This is an optimization exercise on Yosys and OpenROAD, whose aim is small area, a short achievable clock period and few clock cycles, not a production implementation.
At most, simulation tests tie the RTL to the original design; equivalence was not proved.

==> flow/design.v <==
`timescale 1ns/10ps
module LBP ( clk, reset, gray_addr, gray_req, gray_data, lbp_addr, lbp_write, lbp_data, finish);
input   	clk;
input   	reset;
output  [5:0] 	gray_addr;
output        	gray_req;
input   	[7:0] 	gray_data;
output reg [5:0] 	lbp_addr;
output reg 		lbp_write;
output reg [7:0] 	lbp_data;
output  	finish;
reg [6:0] cnt;
wire [2:0] r = cnt[5:3];
wire [2:0] c = cnt[2:0];
assign gray_addr = cnt[5:0];
assign gray_req  = 1'b1;
assign finish    = cnt[6];
always @(posedge clk or posedge reset)
begin
	if (reset) cnt <= 7'd0;
	else if (!cnt[6]) cnt <= cnt + 7'd1;
end
reg [7:0] s1, s2, s3, s4, s5, s6, s7, s8, s9;
wire [7:0] n = gray_data;     
wire [7:0] a = s9;            
wire [7:0] b = s8;            
wire [7:0] cc = s7;           
wire [7:0] d = s1;            
always @(posedge clk)
begin
	s1 <= n; s2 <= s1; s3 <= s2; s4 <= s3; s5 <= s4;
	s6 <= s5; s7 <= s6; s8 <= s7; s9 <= s8;
end
reg [3:0] l0_1, l0_2, l0_3, l0_4, l0_5, l0_6, l0_7, l0_8, l0_9;
reg [7:0] l4;
reg [1:0] l5;
reg       l6;
function [1:0] cmp;
	input [7:0] x, y;
	reg [7:0] g, e;
	reg [3:0] g2, e2;
	reg [1:0] g4, e4;
	begin
		g = x & ~y;
		e = ~(x ^ y);
		g2 = {g[7] | e[7] & g[6], g[5] | e[5] & g[4], g[3] | e[3] & g[2], g[1] | e[1] & g[0]};
		e2 = {e[7] & e[6], e[5] & e[4], e[3] & e[2], e[1] & e[0]};
		g4 = {g2[3] | e2[3] & g2[2], g2[1] | e2[1] & g2[0]};
		e4 = {e2[3] & e2[2], e2[1] & e2[0]};
		cmp = {g4[1] | e4[1] & g4[0], e4[1] & e4[0]};
	end
endfunction
wire [1:0] ca = cmp(a, n);
wire [1:0] cb = cmp(b, n);
wire [1:0] cc2 = cmp(cc, n);
wire [1:0] cd = cmp(d, n);
wire a_ge = ca[1] | ca[0], n_ge_a = ~ca[1];
wire b_ge = cb[1] | cb[0], n_ge_b = ~cb[1];
wire c_ge = cc2[1] | cc2[0], n_ge_c = ~cc2[1];
wire d_ge = cd[1] | cd[0], n_ge_d = ~cd[1];
always @(posedge clk)
begin
	l0_1 <= {d_ge, c_ge, b_ge, a_ge};
	l0_2 <= l0_1; l0_3 <= l0_2; l0_4 <= l0_3; l0_5 <= l0_4;
	l0_6 <= l0_5; l0_7 <= l0_6; l0_8 <= l0_7; l0_9 <= l0_8;
	l4 <= {l4[6:0], n_ge_d};
	l5 <= {l5[0], n_ge_c};
	l6 <= n_ge_b;
	lbp_data <= {n_ge_a, l6, l5[1], l4[7], l0_9};
	lbp_addr <= {r - 3'd1, c - 3'd1};
end
always @(posedge clk or posedge reset)
begin
	if (reset) lbp_write <= 1'b0;
	else lbp_write <= !cnt[6] && (r >= 3'd2) && (c >= 3'd2);
end
endmodule
==> flow/config.mk <==
export PLATFORM = sky130hd
export DESIGN_NAME = LBP
export DESIGN_NICKNAME = LBP
export VERILOG_FILES = /design/flow/design.v
export SDC_FILE = /design/flow/constraint.sdc
export NUM_CORES = 4
export LEC_CHECK = 0
export CAP_MARGIN = 20
export CORE_MARGIN = 2
export CORE_UTILIZATION = 40
export CTS_BUF_LIST = sky130_fd_sc_hd__clkbuf_8 sky130_fd_sc_hd__clkbuf_4
export CTS_CLUSTER_DIAMETER = 100
export CTS_CLUSTER_SIZE = 40
export SETUP_SLACK_MARGIN = 2.3
export SLEW_MARGIN = 20
==> flow/constraint.sdc <==
create_clock -name core_clock -period 4.0 [get_ports {clk}]
set_input_delay 0.8000 -clock core_clock [delete_from_list [all_inputs] [get_ports {clk}]]
set_output_delay 0.8000 -clock core_clock [all_outputs]
set_load 0.01 [all_outputs]
run.sh (not shown) runs the stock make flow with config.mk's settings and CLKGATE_MAP_FILE= SYNTH_SCRIPT=/design/flow/synth_recipe.tcl, a recipe that flattens the netlist after the stock synthesis.
Change:
==> flow/design.v (replaced) <==
`timescale 1ns/10ps
module LBP ( clk, reset, gray_addr, gray_req, gray_data, lbp_addr, lbp_write, lbp_data, finish);
input   	clk;
input   	reset;
output  [5:0] 	gray_addr;
output        	gray_req;
input   	[7:0] 	gray_data;
output reg [5:0] 	lbp_addr;
output reg 		lbp_write;
output reg [7:0] 	lbp_data;
output  	finish;
reg [6:0] cnt;
wire [2:0] r = cnt[5:3];
wire [2:0] c = cnt[2:0];
assign gray_addr = cnt[5:0];
assign gray_req  = 1'b1;
assign finish    = cnt[6];
always @(posedge clk or posedge reset)
begin
	if (reset) cnt <= 7'd0;
	else if (!cnt[6]) cnt <= cnt + 7'd1;
end
reg [7:0] s1, s2, s3, s4, s5, s6, s7, s8, s9;
wire [7:0] n = gray_data;     
wire [7:0] a = s9;            
wire [7:0] b = s8;            
wire [7:0] cc = s7;           
wire [7:0] d = s1;            
always @(posedge clk)
begin
	s1 <= n; s2 <= s1; s3 <= s2; s4 <= s3; s5 <= s4;
	s6 <= s5; s7 <= s6; s8 <= s7; s9 <= s8;
end
reg [3:0] l0_1, l0_2, l0_3, l0_4, l0_5, l0_6, l0_7, l0_8, l0_9;
reg [7:0] l4;
reg [1:0] l5;
reg       l6;
always @(posedge clk)
begin
	l0_1 <= {d >= n, cc >= n, b >= n, a >= n};
	l0_2 <= l0_1; l0_3 <= l0_2; l0_4 <= l0_3; l0_5 <= l0_4;
	l0_6 <= l0_5; l0_7 <= l0_6; l0_8 <= l0_7; l0_9 <= l0_8;
	l4 <= {l4[6:0], n >= d};
	l5 <= {l5[0], n >= cc};
	l6 <= n >= b;
	lbp_data <= {n >= a, l6, l5[1], l4[7], l0_9};
	lbp_addr <= {r - 3'd1, c - 3'd1};
end
always @(posedge clk or posedge reset)
begin
	if (reset) lbp_write <= 1'b0;
	else lbp_write <= !cnt[6] && (r >= 3'd2) && (c >= 3'd2);
end
endmodule
Result: Wire length is about the same; cell count rises by a few percent; clock skew barely changes; hold slack is about the same; via count grows slightly.
Testbench counts after the change, summed over its fixed seeds: cycles 4,160.
The RTL of the first run of this note was laid out without a check of its function.

re-timing with driven ports:
No port has a modelled driver above. Below, the same layouts with a new extraction and two added sets of constraints. Step 1 (the two cells are an assumption about what drives the block):
set clk [get_ports {clk}]
set_driving_cell -lib_cell sky130_fd_sc_hd__clkbuf_16 $clk
set_driving_cell -lib_cell sky130_fd_sc_hd__buf_2 [delete_from_list [all_inputs] $clk]
Step 2 also shifts input and output timing later by t, the mid clock arrival at the registers, as if the neighbouring blocks saw the same clock. Three values: ideal ports, drivers, drivers and shift; two values: the first two.
run	shift t [ns]	setup WS [ns]	worst setup path after step 2	clock arrival spread, ns
the first run	0.441	2.238 / 2.208 / 1.872	input to register	0.011 / 0.011
the second run	0.432	2.245 / 2.216 / 1.867	input to register	0.009 / 0.009
After both steps every run listed still meets setup and hold. The setup slack of the second run, which loses most, moves by -0.029 ns with the drivers and by -0.378 ns with both steps.
